This is an optimization exercise on Yosys and OpenROAD, whose aim is a short achievable clock period and few clock cycles, not a production implementation.
The RTL of this run was laid out without a check of its function.
Power figures rest on the tool's default switching activity, not on a simulated workload.

$ cat flow/run.sh
#!/bin/bash
# synth_recipe.tcl (not shown) runs the flow's synth.tcl, then flattens the netlist and writes it again
# the make line also repeats each setting of config.mk as NAME=value (left out here)
make -C /OpenROAD-flow-scripts/flow DESIGN_CONFIG=/design/flow/config.mk WORK_HOME=/design/flow/orfs CLKGATE_MAP_FILE= SYNTH_SCRIPT=/design/flow/synth_recipe.tcl finish
$ cat flow/design.v
module main(clk, rst, mem_rdata, mem_addr, mem_wdata, mem_we);
	input clk, rst;
	input [15:0] mem_rdata;       
	output [7:0] mem_addr;
	output [7:0] mem_wdata;
	output mem_we;
	reg k_fetch, k_ld, k_st, k_bip;
	reg [7:0] a_oth, a_m;
	reg a_selm;
	reg [7:0] wdata_q;
	reg we_q;
	reg [7:0] fpc_oth, fpc_m;
	reg fpc_selm;
	reg fpc_bip;                       
	reg [2:0] ld_rd;
	reg smc_q;                         
	reg [7:0] smc_a;                   
	reg [63:0] rf;
	reg fz, fc;
	reg [7:0] res_q;                   
	reg [2:0] res_wa;
	reg res_we;
	reg dv;
	reg [15:0] ir;
	reg [7:0] d_fa;
	reg d_pred;
	reg mE_n, mE_d, mE_m, mR_n, mR_d, mR_m;
	reg v;
	reg [7:0] e_fa;
	reg e_wr, e_setf, e_arith, e_sub, e_and, e_or, e_xor, e_shf, e_passb;
	reg e_ld, e_st, e_bc, e_pred;
	reg [1:0] e_cc;
	reg [2:0] e_rd;
	reg [7:0] e_alt;
	reg [5:0] e_off;
	reg [7:0] opA, opB, opS;
	reg [2:0] iA, iB, iS;
	reg uA, uB, uS;
	reg [2:0] ramt;
	reg [7:0] smask;
	reg [7:0] am_o, ao_o;
	wire [7:0] addr = am_o | ao_o;
	wire [7:0] fpc = fpc_selm ? fpc_m : fpc_oth;
	assign mem_addr = addr;
	assign mem_wdata = wdata_q;
	assign mem_we = we_q;
	wire adv = ~(k_ld | k_st);
	wire exec = v & adv & ~smc_q;
	wire [7:0] A = opA;
	wire [7:0] B = opB;
	wire [7:0] S = opS;
	wire [8:0] sum;
	wire co;
	cla8 alu_add(.a(A), .b(B), .cin(e_sub), .s(sum[7:0]), .co(co));
	assign sum[8] = co;
	wire [7:0] mar = sum[7:0];
	wire [7:0] cz = {A[6:0] | B[6:0], e_sub};
	wire z_add = &(~((A ^ cz) ^ B));
	wire [7:0] rot1 = ramt[0] ? {A[6:0], A[7]} : A;
	wire [7:0] rot2 = ramt[1] ? {rot1[5:0], rot1[7:6]} : rot1;
	wire [7:0] rot4 = ramt[2] ? {rot2[3:0], rot2[7:4]} : rot2;
	wire [7:0] r_oth = ({8{e_and}} & (A & B)) | ({8{e_or}} & (A | B)) | ({8{e_xor}} & (A ^ B)) |
	                   ({8{e_shf}} & rot4 & smask) | ({8{e_passb}} & B);
	wire [7:0] result = e_arith ? sum[7:0] : r_oth;
	wire z_new = e_arith ? z_add : ~|r_oth;
	wire c_new = e_arith & (sum[8] ^ e_sub);
	reg taken_e;
	always @(*)
		case (e_cc)
			2'b00: taken_e = fz;
			2'b01: taken_e = ~fz;
			2'b10: taken_e = fc;
			default: taken_e = ~fc;
		endcase
	wire mispred = exec & e_bc & (taken_e ^ e_pred);
	wire e_mem = exec & (e_ld | e_st);
	wire [15:0] I = ir;
	wire d_alu0 = (I[15:14] == 2'b00);
	wire d_alu1 = (I[15:14] == 2'b01);
	wire d_mem  = (I[15:14] == 2'b10);
	wire d_br   = (I[15:14] == 2'b11);
	wire d_imm  = I[11];
	wire d_mov  = d_alu0 & (I[13:12] == 2'b11) & d_imm;
	wire d_sub  = d_alu0 & (I[13:12] == 2'b01 || I[13:12] == 2'b10);
	wire d_cmp  = d_alu0 & (I[13:12] == 2'b10);
	wire d_logic = d_alu1 & (I[13:11] <= 3'd2);
	wire d_shift = d_alu1 & (I[13:11] >= 3'd3);
	wire d_bl   = d_br & (I[13:12] == 2'b01);
	wire d_bc   = d_br & (I[13:12] == 2'b11);
	wire d_st   = d_mem & ~I[13];
	wire d_wr   = (d_alu0 & ~d_cmp) | d_alu1 | d_bl;
	wire [7:0] d_fa2 = {d_fa[7:1] + 7'd1, d_fa[0]};
	wire [7:0] d_target = {2'b00, I[5:0]};
	wire [7:0] ext = {3'b000, I[4:0]} << I[7:5];
	wire [7:0] rRn = mR_n ? res_q : rf[I[7:5]*8 +: 8];
	wire [7:0] rRd = mR_d ? res_q : rf[I[10:8]*8 +: 8];
	wire [7:0] rRm = mR_m ? res_q : rf[I[2:0]*8 +: 8];
	wire [7:0] vRn = (exec & mE_n) ? result : rRn;
	wire [7:0] vRd = (exec & mE_d) ? result : rRd;
	wire [7:0] vRm = (exec & mE_m) ? result : rRm;
	wire selA_rd = (d_alu0 & d_imm) | d_shift;
	wire selA_0  = d_mem & I[12];
	wire [2:0] d_iA = selA_rd ? I[10:8] : I[7:5];
	wire d_uA = (d_alu0 & ~d_mov) | d_alu1 | (d_mem & ~I[12]);
	wire d_uB = (d_alu0 & ~d_imm) | d_logic;
	wire d_uS = d_st;
	wire bpA = exec & (selA_rd ? mE_d : mE_n) & ~selA_0;
	wire bpB = exec & mE_m & ~d_mem & ~d_br & ~(d_alu0 & d_imm);
	wire bpS = exec & mE_d;
	wire [7:0] rA = selA_rd ? rRd : rRn;
	wire [7:0] oB0 = d_mem ? {2'b00, I[11], I[4:0]} :
	                 d_br  ? d_fa2 :
	                 (d_alu0 & d_imm) ? ext : rRm;
	wire [7:0] oB = d_sub ? ~oB0 : oB0;
	wire [7:0] d_opA = ({8{bpA & e_arith}} & sum[7:0]) | ({8{bpA & ~e_arith}} & r_oth) |
	                   ({8{~bpA & ~selA_0}} & rA);
	wire [7:0] d_opB = ({8{bpB & e_arith & ~d_sub}} & sum[7:0]) | ({8{bpB & e_arith & d_sub}} & ~sum[7:0]) |
	                   ({8{bpB & ~e_arith & ~d_sub}} & r_oth) | ({8{bpB & ~e_arith & d_sub}} & ~r_oth) |
	                   ({8{~bpB}} & oB);
	wire [7:0] d_opS = ({8{bpS & e_arith}} & sum[7:0]) | ({8{bpS & ~e_arith}} & r_oth) | ({8{~bpS}} & rRd);
	wire d_right = (I[13:11] == 3'b100) | (I[13:11] == 3'b110) | (I[13:11] == 3'b111);
	wire d_rotop = (I[13:11] == 3'b011) | (I[13:11] == 3'b100);
	wire [2:0] d_ramt = d_right ? (3'd0 - ext[2:0]) : ext[2:0];
	wire d_zero = d_rotop ? (ext[7:4] != 4'd0) : (ext[7:3] != 5'd0);
	wire d_full = d_rotop & ~ext[3] & (ext[7:4] == 4'd0);
	wire [7:0] d_mask = d_zero ? 8'h00 : d_full ? 8'hFF :
	                    d_right ? (8'hFF >> ext[2:0]) : (8'hFF << ext[2:0]);
	wire [15:0] M = mem_rdata;
	wire f_br = (M[15:14] == 2'b11);
	wire f_bi = f_br & (M[13:12] == 2'b10);
	wire f_bc = f_br & (M[13:12] == 2'b11);
	wire f_pbne = f_bc & (M[11:10] == 2'b01);
	wire f_jump = f_br & ~(M[13] & M[12] & ~f_pbne);    
	function [7:0] inc8;
		input [7:0] x;
		integer k;
		begin
			for (k = 0; k < 8; k = k + 1)
				inc8[k] = x[k] ^ ((x & ((8'd1 << k) - 8'd1)) == ((8'd1 << k) - 8'd1));
		end
	endfunction
	wire [7:0] a_oth2 = {inc8({1'b0, a_oth[7:1]}), a_oth[0]};
	wire [7:0] a_m2 = {inc8({1'b0, a_m[7:1]}), a_m[0]};
	wire [7:0] fa2 = a_selm ? a_m2 : a_oth2;
	wire [7:0] m_a = {M[7:6] & {2{k_bip}}, M[5:0]};
	wire own_selm = (k_fetch & f_jump) | k_bip;
	wire [7:0] own_oth = k_fetch ? fa2 : fpc;
	wire own_bip = k_fetch ? f_bi : (~k_bip & fpc_bip);
	wire next_e_st = adv ? (dv & (ir[15:13] == 3'b100)) : (v & e_st);
	wire hitE = v & ((a_oth == e_fa) | (a_oth == inc8(e_fa)));
	wire hitD = dv & ((a_oth == d_fa) | (a_oth == inc8(d_fa)));
	wire [7:0] ld_data = mem_rdata[7:0];
	wire [7:0] n_oth = rst ? 8'd0 :
	                   ~adv ? fpc :
	                   smc_q ? smc_a :
	                   mispred ? e_alt :
	                   e_mem ? mar : own_oth;
	wire n_selm = ~rst & adv & ~smc_q & ~mispred & ~e_mem & own_selm;
	always @(posedge clk) begin
		a_oth <= n_oth;
		a_selm <= n_selm;
		ao_o <= n_selm ? 8'd0 : n_oth;
		am_o <= n_selm ? m_a : 8'd0;
	end
	integer i;
	always @(posedge clk) begin
		if (rst) begin
			k_fetch <= 1'b1; k_ld <= 1'b0; k_st <= 1'b0; k_bip <= 1'b0;
			smc_q <= 1'b0;
			we_q <= 1'b0;
			v <= 1'b0;
			dv <= 1'b0;
			fpc_bip <= 1'b0;
			res_we <= 1'b0;
			fz <= 1'b0; fc <= 1'b0;
			rf <= {8'd0, 8'd6, 8'd5, 8'd4, 8'd3, 8'd2, 8'd1, 8'd0};
			wdata_q <= 8'd0; fpc_oth <= 8'd0; fpc_m <= 8'd0; fpc_selm <= 1'b0;
			ld_rd <= 3'd0; smc_a <= 8'd0; res_q <= 8'd0; res_wa <= 3'd0;
			ir <= 16'd0; d_fa <= 8'd0; d_pred <= 1'b0;
			mE_n <= 1'b0; mE_d <= 1'b0; mE_m <= 1'b0; mR_n <= 1'b0; mR_d <= 1'b0; mR_m <= 1'b0;
			e_fa <= 8'd0; e_wr <= 1'b0; e_setf <= 1'b0; e_ld <= 1'b0; e_st <= 1'b0; e_bc <= 1'b0;
			e_pred <= 1'b0; e_cc <= 2'd0; e_rd <= 3'd0; e_alt <= 8'd0;
			iA <= 3'd0; iB <= 3'd0; iS <= 3'd0; uA <= 1'b0; uB <= 1'b0; uS <= 1'b0;
			a_m <= 8'd0;
			opA <= 8'd0; opB <= 8'd0; opS <= 8'd0;
			e_arith <= 1'b0; e_sub <= 1'b0; e_and <= 1'b0; e_or <= 1'b0; e_xor <= 1'b0; e_shf <= 1'b0; e_passb <= 1'b0;
			ramt <= 3'd0; smask <= 8'd0;
		end else begin
			if (res_we) begin
				for (i = 0; i < 8; i = i + 1)
					if (res_wa == i) rf[i*8 +: 8] <= res_q;
			end
			res_we <= (exec & e_wr) | k_ld;
			res_wa <= k_ld ? ld_rd : e_rd;
			res_q <= k_ld ? ld_data : result;
			if (exec & e_setf) begin
				fz <= z_new;
				fc <= c_new;
			end
			we_q <= 1'b0;
			a_m <= m_a;
			if (adv) begin
				smc_q <= 1'b0;
				v <= dv & ~mispred;
				e_fa <= d_fa;
				e_wr <= d_wr;
				e_setf <= d_alu0 | d_alu1;
				e_arith <= (d_alu0 & ~d_mov) | d_mem;
				e_sub <= d_sub;
				e_and <= d_alu1 & (I[13:11] == 3'b000);
				e_or  <= d_alu1 & (I[13:11] == 3'b001);
				e_xor <= d_alu1 & (I[13:11] == 3'b010);
				e_shf <= d_shift;
				e_passb <= d_mov | d_bl;
				e_ld <= d_mem & I[13];
				e_st <= d_st;
				e_bc <= d_bc;
				e_pred <= d_pred;
				e_cc <= I[11:10];
				e_rd <= I[10:8];
				e_alt <= d_pred ? d_fa2 : d_target;
				e_off <= {I[11], I[4:0]};
				opA <= d_opA;
				opB <= d_opB;
				opS <= d_opS;
				iA <= d_iA; iB <= I[2:0]; iS <= I[10:8];
				uA <= d_uA; uB <= d_uB; uS <= d_uS;
				ramt <= d_ramt;
				smask <= d_mask;
				dv <= k_fetch & ~mispred;
				ir <= M;
				d_fa <= addr;
				d_pred <= f_pbne;
				mE_n <= d_wr & (I[10:8] == M[7:5]);
				mE_d <= d_wr & (I[10:8] == M[10:8]);
				mE_m <= d_wr & (I[10:8] == M[2:0]);
				mR_n <= exec & e_wr & (e_rd == M[7:5]);
				mR_d <= exec & e_wr & (e_rd == M[10:8]);
				mR_m <= exec & e_wr & (e_rd == M[2:0]);
				fpc_oth <= own_oth;
				fpc_m <= m_a;
				fpc_selm <= own_selm;
				fpc_bip <= own_bip;
				if (smc_q) begin
					v <= 1'b0;
					dv <= 1'b0;
					k_fetch <= 1'b1; k_ld <= 1'b0; k_st <= 1'b0; k_bip <= 1'b0;
				end else if (mispred) begin
					k_fetch <= 1'b1; k_ld <= 1'b0; k_st <= 1'b0; k_bip <= 1'b0;
				end else if (e_mem) begin
					we_q <= e_st;
					wdata_q <= S;
					ld_rd <= e_rd;
					k_fetch <= 1'b0; k_ld <= e_ld; k_st <= e_st; k_bip <= 1'b0;
				end else begin
					if (own_bip & next_e_st) begin
						k_fetch <= 1'b0; k_ld <= 1'b0; k_st <= 1'b0; k_bip <= 1'b0;
					end else begin
						k_fetch <= ~own_bip; k_ld <= 1'b0; k_st <= 1'b0; k_bip <= own_bip;
					end
				end
			end else begin
				mR_n <= k_ld & (ld_rd == ir[7:5]);
				mR_d <= k_ld & (ld_rd == ir[10:8]);
				mR_m <= k_ld & (ld_rd == ir[2:0]);
				if (k_ld) begin
					if (uA & (iA == ld_rd)) opA <= ld_data;
					if (uB & (iB == ld_rd)) opB <= e_sub ? ~ld_data : ld_data;
					if (uS & (iS == ld_rd)) opS <= ld_data;
				end
				smc_q <= k_st & (hitE | hitD);
				smc_a <= v ? e_fa : d_fa;       
				if (fpc_bip & next_e_st) begin
					k_fetch <= 1'b0; k_ld <= 1'b0; k_st <= 1'b0; k_bip <= 1'b0;
				end else begin
					k_fetch <= ~fpc_bip; k_ld <= 1'b0; k_st <= 1'b0; k_bip <= fpc_bip;
				end
			end
		end
	end
endmodule
module cla8(a, b, cin, s, co);
	input [7:0] a, b;
	input cin;
	output [7:0] s;
	output co;
	wire [7:0] g0 = a & b;
	wire [7:0] t0 = a | b;
	wire [7:0] g1, t1, g2, t2, g3, t3;
	genvar i;
	generate
		for (i = 0; i < 8; i = i + 1) begin : pre
			if (i >= 1) begin : l1
				assign g1[i] = g0[i] | (t0[i] & g0[i-1]);
				assign t1[i] = t0[i] & t0[i-1];
			end else begin : l1z
				assign g1[i] = g0[i];
				assign t1[i] = t0[i];
			end
			if (i >= 2) begin : l2
				assign g2[i] = g1[i] | (t1[i] & g1[i-2]);
				assign t2[i] = t1[i] & t1[i-2];
			end else begin : l2z
				assign g2[i] = g1[i];
				assign t2[i] = t1[i];
			end
			if (i >= 4) begin : l3
				assign g3[i] = g2[i] | (t2[i] & g2[i-4]);
				assign t3[i] = t2[i] & t2[i-4];
			end else begin : l3z
				assign g3[i] = g2[i];
				assign t3[i] = t2[i];
			end
		end
	endgenerate
	wire [8:0] c = {g3 | (t3 & {8{cin}}), cin};
	assign s = (a ^ c[7:0]) ^ b;
	assign co = c[8];
endmodule
$ cat flow/constraint.sdc
create_clock -name core_clock -period 5.5 [get_ports {clk}]
set_input_delay 1.1000 -clock core_clock [delete_from_list [all_inputs] [get_ports {clk}]]
set_output_delay 1.1000 -clock core_clock [all_outputs]
set_load 0.01 [all_outputs]
$ cat flow/config.mk
export PLATFORM = sky130hd
export DESIGN_NAME = main
export DESIGN_NICKNAME = main
export VERILOG_FILES = /design/flow/design.v
export SDC_FILE = /design/flow/constraint.sdc
export NUM_CORES = 4
export LEC_CHECK = 0
export ABC_CLOCK_PERIOD_IN_PS = 1800
export CAP_MARGIN = 20
export CORE_MARGIN = 2
export CORE_UTILIZATION = 40
export GPL_TIMING_DRIVEN = 1
export SETUP_SLACK_MARGIN = 3.6
export SLEW_MARGIN = 20
export TNS_END_PERCENT = 100
==> flow_summary.toml <==
[hold_path]
worst_hold_path_type = "register to register"

[global_routing]
grt_pass1_vias = 14100
grt_overflow = 0
grt.total_usage = 0.279
grt_pass1_wl_um = 86900
grt_max_degree = 95
antenna_found_initial = 0

[run]
max_cap_viol_count = 0

[yosys]
synth_area_um2 = 15500
syn_inst = 1848
yosys_most_used_dff = "dfxtp_1"
async_reset_ff_frac = 0
synth_cell_types = 83
syn_avg_cell_area_um2 = 8.38
ys_ff_latch = 256
yosysSeqAreaShare = 0.331
synth_edf_count = 0
synth_nets = 1904
yosysTopAreaCell = "dfxtp_1"
synth_warnings = 1
synthTopCellsByArea = "dfxtp_1 33%, nand2_1 7.3%, mux4_2 6.8%"
synth_top_area_frac = 0.331

[routing]
dr.pass1.iters = 6
post_drt_wl_per_cell_um = 23.8
totalWireLength_um = 58600
post-route-drc-count = 0
via_count = 14900
ant_nets = 0
vias_per_cell = 6.05
first_iter_violations = 1536

[place]
pre_cts_ws_ps = 2240
place.gp.congestion = 0.930
hpwlAfterDp_um = 36500
portBuffers = 34
placed_area_um2 = 16300

[setup_path]
start_kind = "register"
worst-path-max-fanout = 14
critPathCaptureType = "register"
path_buf_inv = 1
cpMaxStageDelayCell = "mux2_2"
critical-path-top-delay-family = "compound AO/OA/AOI/OAI gates"
cpPeakStageDelay_ps = 390
crit_type = "register to register"
arrival_ps = 2870
crit_chain = "buf_12 > mux2_2 > a21oi_2 > nor2b_1 > o311a_4 > a221o_1 > a311oi_1 > a221oi_1"
cp.required_ps = 5940

[cells_and_area]
filler_cell_count = 3411
final_cell_mix = "296 x nand2_1, 192 x dfxtp_1, 144 x a21oi_1"
top_regs = "rf x64, ir x10"
num_antenna_cells = 0
final_nets = 1983
final_area_um2 = 20300
drive_gt1_frac = 0.328
largest_reg_flops = 64
layout_commonest_cell = "nand2_1"
area_growth_pct = 31.2
regMostFlops = "rf"

[clock_tree]
cts.clk_slew.worst_paths_ps = 70
cts_hold_buffers = 0
clk_latency_ps = 590
cts_sinks = 256
root_buffer = "clkbuf_16"
clock_path_buffers = 3
cts_max_level = 1
numCtsBuffers = 28
cts_tree = "done"

[timing]
clock.fmax_mhz = 411
final_max_slew_viol_count = 0
holdWs_ps = 451
skew_ps = 24.7
final-setup-viol-count = 0
tns_ps = 0
rsz0062_at_grt = "yes"
max-slew-margin-rel = 0.382
worst_slack_ps = 3060
worst_pin_slew_ps = 927
finalCriticalPeriod_ps = 2440
fin_crit_sh = 0.443
finalHoldViolations = 0

[floorplanning]
rows = 72
coreArea_um2 = 38500
die-area_um2 = 40300
die_w_um = 201
die_h_um = 201
start_util = 0.402
ioPinCount = 35

[power_and_ir_drop]
power_density_nw_per_um2 = 250
max-vdd-ir-drop_v = 0.000244
power.leakage_nw = 7.28

[run_status]
outcome = "timing/DRC/antenna clean"
==> synth_stat cells (all sizes together), types with 4 or more instances <==
master	instances
a2111oi	8
a211o	9
a211oi	27
a21o	6
a21oi	161
a221oi	11
a22o	13
a22oi	10
a311oi	6
a31o	7
a31oi	14
and2	21
and3	7
buf	50
clkbuf	107
dfxtp	256
ha	37
inv	37
mux2	17
mux2i	90
mux4	55
nand2	302
nand2b	23
nand3	32
nand3b	9
nand4	17
nor2	148
nor2b	34
nor3	40
nor3b	6
nor4	10
o211ai	9
o21ai	71
o221ai	5
o22ai	15
o41ai	4
or2	15
or3	4
xnor2	72
xor2	36
==> where the power goes <==
group | switching (mW) | leakage (nW) | total, mW | internal (mW)
Sequential | 0.123 | 2.12 | 2.04 | 1.92
Clock | 0.857 | 0.494 | 2.13 | 1.28
Combinational | 0.479 | 4.66 | 0.898 | 0.419
==> cell families (layout without fill, tap and decap cells) <==
group / count (synthesis) / after routing / synth area share
DFF: 256 / 256 / 0.331
xor gates and xnor gates: 108 / 108 / 0.0611
muxes: 162 / 162 / 0.153
buffers and inverters: 196 / 294 / 0.0546
adders and majority gates: 39 / 39 / 0.0318
AOI/OAI and AO/OA: 405 / 405 / 0.166
and+or+nand+nor: 682 / 685 / 0.203
==> stage by stage <==
stage,util,std cells,power [mW]
2_1_floorplan,-,1848,2.50
3_3_place_gp,0.423,2266,2.69
3_5_place_dp,0.423,2266,2.70
4_1_cts,0.506,2432,4.98
5_1_grt,0.528,2467,5.20
6_report,0.528,2467,5.07
==> worst reg2reg max path, cell delays in order, from the launching register on <==
cell and delay [ps]:
dfxtp_4 370, buf_12 170, mux2_2 400, a21oi_2 210, nor2b_1 90, o311a_4 320
a221o_1 310, a311oi_1 290, a221oi_1 130
==> timing repair <==
action,CTS,global route
gates resized for setup,420,132
endpoints found under the setup margin,245,120
setup buffers,107,33
gates cloned,7,2
pin swaps,89,80
==> cell type report <==
| cell class | count | area, µm² | area share |
|---|---|---|---|
| multi-input combinational | 1399 | 11100 | 0.548 |
| sequential | 256 | 5280 | 0.260 |
| timing repair buffer | 204 | 2060 | 0.101 |
| clock buffer | 35 | 767 | 0.0378 |
| tap | 518 | 648 | 0.0319 |
| clock inverter | 17 | 268 | 0.0132 |
| inverter | 38 | 159 | 0.00782 |
==> layer usage <==
layer	wire, µm	global-route usage
met4	2920	0.132
met1	24100	0.378
met3	5380	0.0489
met2	26200	0.431
met5	0	0
==> worst paths after layout <==
| path | from | cells past startpoint | to | slack, ps |
|---|---|---|---|---|
| worst max-delay path | fpc_m[5] | 8 | opB[7] | 3060 |
| worst min-delay path | e_wr | 1 | e_wr | 450 |
| worst max register to register | fpc_m[5] | 8 | opB[7] | 3060 |
| worst min register to register | e_wr | 1 | e_wr | 450 |

separate check: timing with driven ports:
No port has a modelled driver above. Below, the same layout with a new extraction and two added sets of constraints. Step 1 sets driving cells, clkbuf_16 on the clock port and buf_2 on the other inputs (assumed; they add their load-dependent delay and slew). Step 2 moves the port delays by t, midway between the first and last clock arrival at a register: inputs arrive t later, outputs are due t later. That takes back most of the time a late clock gives input paths. a / b / c = ideal ports / drivers / drivers and shift; a / b = the first two.
shift t [ns]: 0.635
setup slack, ns: 3.065 / 3.058 / 2.773
worst setup path at the end: input to register
clock arrival spread, ns: 0.024 / 0.025
slew at the worst register clock pin (ns): 0.07 / 0.07
After both steps this run still meets setup and hold. For this run, drivers alone change the setup slack by -0.007 ns; drivers and shift together by -0.292 ns.
